Source: an optimization exercise on an open RTL-to-GDS flow (aim: small area). Production flows keep margins and buffers that such runs may drop. Only simulation tests tie the RTL to the original design; equivalence was not proved. Power is estimated from default activity; no workload was simulated.

==> raven <==
## b58_cliky
module b58_cliky
	(
		CLOCK_50,
		KEY,
		SW,
		HEX0, HEX1, HEX2, HEX3, HEX4, HEX5, HEX6, HEX7,
		PLOT_X,
		PLOT_Y,
		PLOT_COLOUR,
		PLOT_EN
	);
	input			CLOCK_50;
	input   [9:0]   SW;
	input   [3:0]   KEY;
	output 	[6:0]   HEX0, HEX1, HEX2, HEX3, HEX4, HEX5, HEX6, HEX7;
	output	[7:0]	PLOT_X;
	output	[7:0]	PLOT_Y;
	output	[2:0]	PLOT_COLOUR;
	output			PLOT_EN;
	wire clk     = CLOCK_50;
	wire resetn  = SW[0];
	wire restart = SW[9];
	wire key1 = ~KEY[3], key2 = ~KEY[2], key3 = ~KEY[1], key4 = ~KEY[0];
	localparam [1:0] PH_MISC = 2'b00, PH_LOAD = 2'b01, PH_DRAW = 2'b11, PH_WAIT = 2'b10;
	localparam [2:0] M_START = 3'd0, M_ANSWER = 3'd1, M_PRESSED = 3'd2, M_TIMESUP = 3'd3,
	                 M_UPDATE = 3'd4, M_UPWAIT = 3'd5, M_RESTART = 3'd6, M_RSWAIT = 3'd7;
	reg [1:0] ph;
	reg [2:0] id;
	reg [8:0]  q;           
	reg [2:0]  c5;          
	reg [6:0]  ncol;        
	reg [3:0]  nmode;       
	reg [2:0]  cc;          
	reg        sqv;         
	reg [1:0]  sqi;         
	reg        p0;          
	reg [1:0]  mode;        
	reg        hp;          
	reg [1:0]  kreg;        
	reg [3:0]  lives;
	reg [15:0] score;
	reg [2:0]  r5;          
	reg [15:0] high_score;
	reg [14:0] m;           
	reg [17:0] tct;         
	reg        skip;
	reg        times_up;
	function [17:0] inc18;
		input [17:0] x;
		integer i;
		reg c;
		begin
			c = 1'b1;
			for (i = 0; i < 18; i = i + 1) begin
				inc18[i] = x[i] ^ c;
				c = c & x[i];
			end
		end
	endfunction
	function [17:0] dec18;
		input [17:0] x;
		integer i;
		reg b;
		begin
			b = 1'b1;
			for (i = 0; i < 18; i = i + 1) begin
				dec18[i] = x[i] ^ b;
				b = b & ~x[i];
			end
		end
	endfunction
	function [17:0] incc18;
		input [17:0] x;
		input cin;
		integer i;
		reg c;
		begin
			c = cin;
			for (i = 0; i < 18; i = i + 1) begin
				incc18[i] = x[i] ^ c;
				c = c & x[i];
			end
		end
	endfunction
	function [14:0] add15;
		input [14:0] x;
		input [14:0] a;
		integer i;
		reg c;
		begin
			c = 1'b0;
			for (i = 0; i < 15; i = i + 1) begin
				add15[i] = x[i] ^ a[i] ^ c;
				c = (x[i] & a[i]) | (x[i] & c) | (a[i] & c);
			end
		end
	endfunction
	wire misc = (ph == PH_MISC);
	wire st_start   = misc & (id == M_START);
	wire st_answer  = misc & (id == M_ANSWER);
	wire st_pressed = misc & (id == M_PRESSED);
  ...
clock: 16.0 ns
lec_check: 0
cap_margin: 20
core_margin: 2
core_utilization: 40
place_density: 0.6
slew_margin: 20
standard.sh (not shown) runs the stock make flow with config.mk's settings and CLKGATE_MAP_FILE= SYNTH_SCRIPT=/design/flow/synth_recipe.tcl, a recipe that flattens the netlist after the stock synthesis.
==> flow/flow/run.sh <==
#!/bin/bash
# Own layout flow: the standard ORFS flow (standard.sh) with
#  - synthesis through flow/my_synth.tcl: the standard synthesis script with
#    an area-oriented ABC mapping (flow/abc_small.script) and no full/half
#    adder extraction; registers are inferred and mapped as in the standard
#    synthesis;
#  - port buffers of the smallest buffer cell (buf_1) instead of the default;
#  - clock tree of clkbuf_4 cells, without dummy loads.
# Each tool's output goes to the ORFS logs under orfs/logs; make's own output
# goes to flow_make.log in this folder.
set -euo pipefail
W=$PWD
bash standard.sh \
  SYNTH_SCRIPT=$W/flow/my_synth.tcl \
  "BUFFER_PORTS_ARGS=-buffer_cell sky130_fd_sc_hd__buf_1" \
  "CTS_ARGS=-sink_clustering_enable -repair_clock_nets -buf_list sky130_fd_sc_hd__clkbuf_16 -dont_use_dummy_load" \
  SKIP_REPAIR_TIE_FANOUT=1 \
  finish > flow_make.log 2>&1
==> flow/flow/abc_small.script <==
strash
dch -f
amap
topo
==> flow/flow/my_synth.tcl <==
# The standard synthesis (synth_recipe.tcl) with two changes to the
# combinational mapping only: no full/half-adder extraction, and an
# area-oriented ABC script. Registers are inferred and mapped exactly as in
# the standard synthesis.
proc synth {args} { yosys synth -nofsm -noshare {*}$args }
proc extract_fa {args} { }
set ::my_abc_script [file join [file dirname [file normalize [info script]]] abc_small.script]
proc abc {args} {
  set out {}
  set skip 0
  foreach a $args {
    if {$skip} { lappend out $::my_abc_script; set skip 0; continue }
    if {$a eq "-script"} { set skip 1 }
    lappend out $a
  }
  yosys abc {*}$out
}
source $::env(SCRIPTS_DIR)/synth.tcl
# left out here: clear keep_hierarchy, flatten, clean up, hide names made inside functions, write 1_2_yosys.v
==> maple (differences from raven) <==
--- a/flow/design.v
+++ b/flow/design.v
@@ -23,14 +23,15 @@
 	wire key1 = ~KEY[3], key2 = ~KEY[2], key3 = ~KEY[1], key4 = ~KEY[0];
 	localparam [1:0] PH_MISC = 2'b00, PH_LOAD = 2'b01, PH_DRAW = 2'b11, PH_WAIT = 2'b10;
 	localparam [2:0] M_START = 3'd0, M_ANSWER = 3'd1, M_PRESSED = 3'd2, M_TIMESUP = 3'd3,
 	                 M_UPDATE = 3'd4, M_UPWAIT = 3'd5, M_RESTART = 3'd6, M_RSWAIT = 3'd7;
 	reg [1:0] ph;
 	reg [2:0] id;
 	reg [8:0]  q;           
+	reg        pv;          
 	reg [2:0]  c5;          
 	reg [6:0]  ncol;        
 	reg [3:0]  nmode;       
 	reg [2:0]  cc;          
 	reg        sqv;         
 	reg [1:0]  sqi;         
 	reg        p0;          
@@ -41,74 +42,23 @@
 	reg [15:0] score;
 	reg [2:0]  r5;          
 	reg [15:0] high_score;
 	reg [14:0] m;           
 	reg [17:0] tct;         
 	reg        skip;
 	reg        times_up;
-	function [17:0] inc18;
-		input [17:0] x;
-		integer i;
-		reg c;
-		begin
-			c = 1'b1;
-			for (i = 0; i < 18; i = i + 1) begin
-				inc18[i] = x[i] ^ c;
-				c = c & x[i];
-			end
-		end
-	endfunction
-	function [17:0] dec18;
-		input [17:0] x;
-		integer i;
-		reg b;
-		begin
-			b = 1'b1;
-			for (i = 0; i < 18; i = i + 1) begin
-				dec18[i] = x[i] ^ b;
-				b = b & ~x[i];
-			end
-		end
-	endfunction
-	function [17:0] incc18;
-		input [17:0] x;
-		input cin;
-		integer i;
-		reg c;
-		begin
-			c = cin;
-			for (i = 0; i < 18; i = i + 1) begin
-				incc18[i] = x[i] ^ c;
-				c = c & x[i];
-			end
-		end
-	endfunction
-	function [14:0] add15;
-		input [14:0] x;
-		input [14:0] a;
-		integer i;
-		reg c;
-		begin
-			c = 1'b0;
-			for (i = 0; i < 15; i = i + 1) begin
-				add15[i] = x[i] ^ a[i] ^ c;
-				c = (x[i] & a[i]) | (x[i] & c) | (a[i] & c);
-			end
-		end
-	endfunction
 	wire misc = (ph == PH_MISC);
 	wire st_start   = misc & (id == M_START);
 	wire st_answer  = misc & (id == M_ANSWER);
 	wire st_pressed = misc & (id == M_PRESSED);
 	wire st_update  = misc & (id == M_UPDATE);
 	wire plot       = (ph == PH_DRAW);
 	wire ld_next    = (ph == PH_LOAD) & (id == 3'd4);
 	wire is_bar  = id[2] & (id[1] | id[0]);
-	wire draw_done = q[7] & q[6] & (&q[4:0]) & (is_bar ? (q[8] & ~q[5]) : (q[5] & ~q[8]));
-	wire pv = ~&q;         
+	wire draw_done = q[7] & q[6] & (&q[4:0]) & (is_bar ? q[8] : q[5]);
 	wire anykey = key1 | key2 | key3 | key4;
 	wire [1:0] kprio = key1 ? 2'd0 : key2 ? 2'd1 : key3 ? 2'd2 : 2'd3;
 	reg  ksel;
 	always @(*)
 		case (kreg)
 			2'd0: ksel = key1;
 			2'd1: ksel = key2;
@@ -173,48 +123,40 @@
 	wire mode_on = (mode != 2'd0);
 	wire match  = sqv & (sqi == kreg);
 	wire inc_score = hp & ry & (match ^ yellow ^ mode_on);
 	wire dec_life  = (~hp & ry) | (hp & ry & ~(match ^ yellow ^ mode_on)) | (hp & match & green & mode_on);
 	wire inc_life  = hp & match & green & ~mode_on;
 	wire inc_speed = hp & match & (mode_on ? cyan : pink);
 	wire dec_speed = hp & match & (mode_on ? pink : cyan);
+	wire [15:0] score_inc = score + 16'd1;
 	wire hs_eq = (high_score == score);
-	wire m_up = st_update & dec_speed;
-	wire m_dn = (st_update & inc_speed) | (ld_next & (r5 == 3'd4));
-	wire [14:0] m_add = {{8{m_dn}}, {5{m_up}}, m_dn, m_up | m_dn};
-	wire [14:0] m_next = add15(m, m_add);
+	wire dec_speed_sel = st_update & dec_speed;
+	wire [14:0] m_step = m + (dec_speed_sel ? 15'd125 : 15'h7F83);
+	wire m_upd = (st_update & (inc_speed | dec_speed)) | (ld_next & (r5 == 3'd4));
 	wire rst_any = ~resetn | st_start;
-	wire [17:0] c5_inc    = inc18({15'd0, c5});
-	wire [17:0] ncol_inc  = inc18({11'd0, ncol});
-	wire [17:0] nmode_inc = inc18({14'd0, nmode});
-	wire [17:0] r5_inc    = inc18({15'd0, r5});
-	wire score_en = st_update & inc_score;
-	wire [17:0] score_nx  = incc18({2'b00, score}, score_en);
-	wire [15:0] score_d   = rst_any ? 16'd0 : score_nx[15:0];
-	wire life_dn = st_update & dec_life & ~inc_life & (lives != 4'd0);
-	wire life_up = st_update & inc_life;
-	wire [14:0] lives_nx  = add15({11'd0, lives}, {11'd0, life_dn, life_dn, life_dn, life_dn | life_up});
-	wire [17:0] q_inc     = inc18({9'd0, q});
 	always @(posedge clk) begin
-		c5    <= (!resetn || c5 == 3'd4) ? 3'd0 : c5_inc[2:0];
-		ncol  <= (!resetn || ncol == 7'd100) ? 7'd0 : ncol_inc[6:0];
-		nmode <= (!resetn || nmode == 4'd10) ? 4'd0 : nmode_inc[3:0];
+		c5    <= (!resetn || c5 == 3'd4) ? 3'd0 : c5 + 3'd1;
+		ncol  <= (!resetn || ncol == 7'd100) ? 7'd0 : ncol + 7'd1;
+		nmode <= (!resetn || nmode == 4'd10) ? 4'd0 : nmode + 4'd1;
 		if (st_start) begin
 			tct <= {m, 3'b000};
 			skip <= 1'b1;
 			times_up <= 1'b0;
 		end else if (tct == {17'd0, skip}) begin
 			tct <= {m, 3'b000};
 			skip <= 1'b0;
 			times_up <= 1'b1;
 		end else begin
-			tct <= dec18(tct);
+			tct <= tct - 18'd1;
 			times_up <= 1'b0;
 		end
-		m <= rst_any ? 15'd2250 : m_next;
+		if (rst_any)
+			m <= 15'd2250;
+		else if (m_upd)
+			m <= m_step;
 		if (st_answer & ~hp)
 			kreg <= kprio;
 		if (st_start | (ph == PH_LOAD && id == 3'd0))
 			hp <= 1'b0;
 		else if (st_pressed)
 			hp <= 1'b1;
 		if (!resetn)
@@ -227,32 +169,43 @@
 			p0 <= c5[2];
 			if (ncol <= 7'd44)      cc <= 3'b100;
 			else if (ncol <= 7'd89) cc <= 3'b110;
 			else if (ncol <= 7'd94) cc <= 3'b010;
 			else if (ncol <= 7'd97) cc <= 3'b101;
 			else                    cc <= 3'b011;
 		end
-		score <= score_d;
-		lives <= rst_any ? 4'd3 : lives_nx[3:0];
-		if (rst_any)
+		if (rst_any) begin
+			score <= 16'd0;
 			r5 <= 3'd0;
-		else if (score_en)
-			r5 <= (r5 == 3'd4) ? 3'd0 : r5_inc[2:0];
-		if (!resetn || (score_en && hs_eq))
-			high_score <= score_d;
+			lives <= 4'd3;
+		end else if (st_update) begin
+			if (inc_score) begin
+				score <= score_inc;
+				r5 <= (r5 == 3'd4) ? 3'd0 : r5 + 3'd1;
+			end
+			if (inc_life)
+				lives <= lives + 4'd1;
+			else if (dec_life && lives != 4'd0)
+				lives <= lives - 4'd1;
+		end
+		if (!resetn)
+			high_score <= 16'd0;
+		else if (st_update && inc_score && hs_eq)
+			high_score <= score_inc;
 		if (st_start)
 			mode <= 2'd0;
 		else if (st_update) begin
 			if (mode == 2'd0) begin
 				if (nmode == 4'd1)
 					mode <= 2'd1;
 			end else
 				mode <= mode + 2'd1;
 		end
-		q  <= (plot & resetn) ? q_inc[8:0] : 9'h1FF;
+		pv <= plot & resetn;
+		q  <= pv ? q + 9'd1 : 9'd0;
 	end
 	wire [1:0] pos = id[2] ? (p0 ? 2'd3 : sqi) : id[1:0];
 	reg  [7:0] sq_x;
 	always @(*)
 		case (pos)
 			2'd0: sq_x = 8'd30;
 			2'd1: sq_x = 8'd60;
==> flow/run.sh (new file) <==
#!/bin/bash
# synth_recipe.tcl (not shown) runs the flow's synth.tcl, then flattens the netlist and writes it again
# the make line also repeats each setting of config.mk as NAME=value (left out here)
make -C /OpenROAD-flow-scripts/flow DESIGN_CONFIG=/design/flow/config.mk WORK_HOME=/design/flow/orfs CLKGATE_MAP_FILE= SYNTH_SCRIPT=/design/flow/synth_recipe.tcl finish
--- a/flow/config.mk
+++ b/flow/config.mk
@@ -4,9 +4,10 @@
 export VERILOG_FILES = /design/flow/design.v
 export SDC_FILE = /design/flow/constraint.sdc
 export NUM_CORES = 4
 export LEC_CHECK = 0
 export CAP_MARGIN = 20
 export CORE_MARGIN = 2
 export CORE_UTILIZATION = 40
+export CTS_BUF_LIST = sky130_fd_sc_hd__clkbuf_4
 export PLACE_DENSITY = 0.6
 export SLEW_MARGIN = 20
removed: flow/flow/run.sh
removed: flow/flow/abc_small.script
removed: flow/flow/my_synth.tcl
removed: flow/standard.sh
==> yarrow (differences from raven) <==
--- a/flow/design.v
+++ b/flow/design.v
@@ -23,14 +23,15 @@
 	wire key1 = ~KEY[3], key2 = ~KEY[2], key3 = ~KEY[1], key4 = ~KEY[0];
 	localparam [1:0] PH_MISC = 2'b00, PH_LOAD = 2'b01, PH_DRAW = 2'b11, PH_WAIT = 2'b10;
 	localparam [2:0] M_START = 3'd0, M_ANSWER = 3'd1, M_PRESSED = 3'd2, M_TIMESUP = 3'd3,
 	                 M_UPDATE = 3'd4, M_UPWAIT = 3'd5, M_RESTART = 3'd6, M_RSWAIT = 3'd7;
 	reg [1:0] ph;
 	reg [2:0] id;
 	reg [8:0]  q;           
+	reg        pv;          
 	reg [2:0]  c5;          
 	reg [6:0]  ncol;        
 	reg [3:0]  nmode;       
 	reg [2:0]  cc;          
 	reg        sqv;         
 	reg [1:0]  sqi;         
 	reg        p0;          
@@ -99,16 +100,15 @@
 	wire st_start   = misc & (id == M_START);
 	wire st_answer  = misc & (id == M_ANSWER);
 	wire st_pressed = misc & (id == M_PRESSED);
 	wire st_update  = misc & (id == M_UPDATE);
 	wire plot       = (ph == PH_DRAW);
 	wire ld_next    = (ph == PH_LOAD) & (id == 3'd4);
 	wire is_bar  = id[2] & (id[1] | id[0]);
-	wire draw_done = q[7] & q[6] & (&q[4:0]) & (is_bar ? (q[8] & ~q[5]) : (q[5] & ~q[8]));
-	wire pv = ~&q;         
+	wire draw_done = q[7] & q[6] & (&q[4:0]) & (is_bar ? q[8] : q[5]);
 	wire anykey = key1 | key2 | key3 | key4;
 	wire [1:0] kprio = key1 ? 2'd0 : key2 ? 2'd1 : key3 ? 2'd2 : 2'd3;
 	reg  ksel;
 	always @(*)
 		case (kreg)
 			2'd0: ksel = key1;
 			2'd1: ksel = key2;
@@ -244,15 +244,16 @@
 		else if (st_update) begin
 			if (mode == 2'd0) begin
 				if (nmode == 4'd1)
 					mode <= 2'd1;
 			end else
 				mode <= mode + 2'd1;
 		end
-		q  <= (plot & resetn) ? q_inc[8:0] : 9'h1FF;
+		pv <= plot & resetn;
+		q  <= pv ? q_inc[8:0] : 9'd0;
 	end
 	wire [1:0] pos = id[2] ? (p0 ? 2'd3 : sqi) : id[1:0];
 	reg  [7:0] sq_x;
 	always @(*)
 		case (pos)
 			2'd0: sq_x = 8'd30;
 			2'd1: sq_x = 8'd60;
--- a/flow/flow/run.sh
+++ b/flow/flow/run.sh
@@ -9,10 +9,10 @@
 # Each tool's output goes to the ORFS logs under orfs/logs; make's own output
 # goes to flow_make.log in this folder.
 set -euo pipefail
 W=$PWD
 bash standard.sh \
   SYNTH_SCRIPT=$W/flow/my_synth.tcl \
   "BUFFER_PORTS_ARGS=-buffer_cell sky130_fd_sc_hd__buf_1" \
-  "CTS_ARGS=-sink_clustering_enable -repair_clock_nets -buf_list sky130_fd_sc_hd__clkbuf_16 -dont_use_dummy_load" \
+  "CTS_ARGS=-sink_clustering_enable -repair_clock_nets -buf_list sky130_fd_sc_hd__clkbuf_4 -dont_use_dummy_load" \
   SKIP_REPAIR_TIE_FANOUT=1 \
   finish > flow_make.log 2>&1
==> flow/flow/abc_small.script (replaced) <==
strash
&get -n
&deepsyn -T 120
&put
dch -f
amap
topo
==> comparison <==
Combinational power: maple < raven < yarrow. Final cell count, highest first: maple, raven, yarrow. Clock skew, lowest first: raven, maple, yarrow. Of raven and yarrow, raven has the higher cell area (gap 10%, measured against yarrow). Between raven and yarrow, the lower routed wire length is in yarrow (gap 5.4%, measured against yarrow). Clock power: yarrow is smaller than raven (about 50%). Sequential share of layout area: maple is lower than raven (9.8 points). raven passed the timing, design-rule and antenna checks. maple went through all stages and came out clean. yarrow passed the timing, design-rule and antenna checks. In sequential cell count, yarrow and maple do not differ. Maximum frequency: maple < raven < yarrow. The highest worst setup slack belongs to yarrow, the lowest to maple.

static timing again, ports no longer ideal:
The flow's constraints put no driver on any port. The routed layouts listed below were extracted and timed again, unchanged, in two steps.
Step 1 (the two cells are an assumption about what drives the block):
set clk [get_ports {CLOCK_50}]
set_driving_cell -lib_cell sky130_fd_sc_hd__clkbuf_16 $clk
set_driving_cell -lib_cell sky130_fd_sc_hd__buf_2 [delete_from_list [all_inputs] $clk]
Step 2 adds t to the input delays and takes it off the output delays; t is the mean of the earliest and latest rising clock arrival at the registers after step 1. Input paths then give back, and output paths get back, about the clock's delay inside the block.
Slacks: ideal ports / drivers / drivers and shift; pairs: ideal ports / drivers.
run | t, ns | setup WS [ns] | hold WS [ns] | worst data-port slew with drivers (ns) | cell pins on the clock port's net
raven | 0.438 | 9.607 / 9.570 / 10.007 | 0.423 / 0.423 / 0.423 | 0.03 | 1
maple | 0.559 | 9.253 / 9.217 / 9.777 | 0.462 / 0.462 / 0.462 | 0.04 | 1
yarrow | 0.523 | 9.910 / 9.879 / 10.388 | 0.425 / 0.425 / 0.425 | 0.03 | 1
After both steps setup and hold are still met in every run listed.
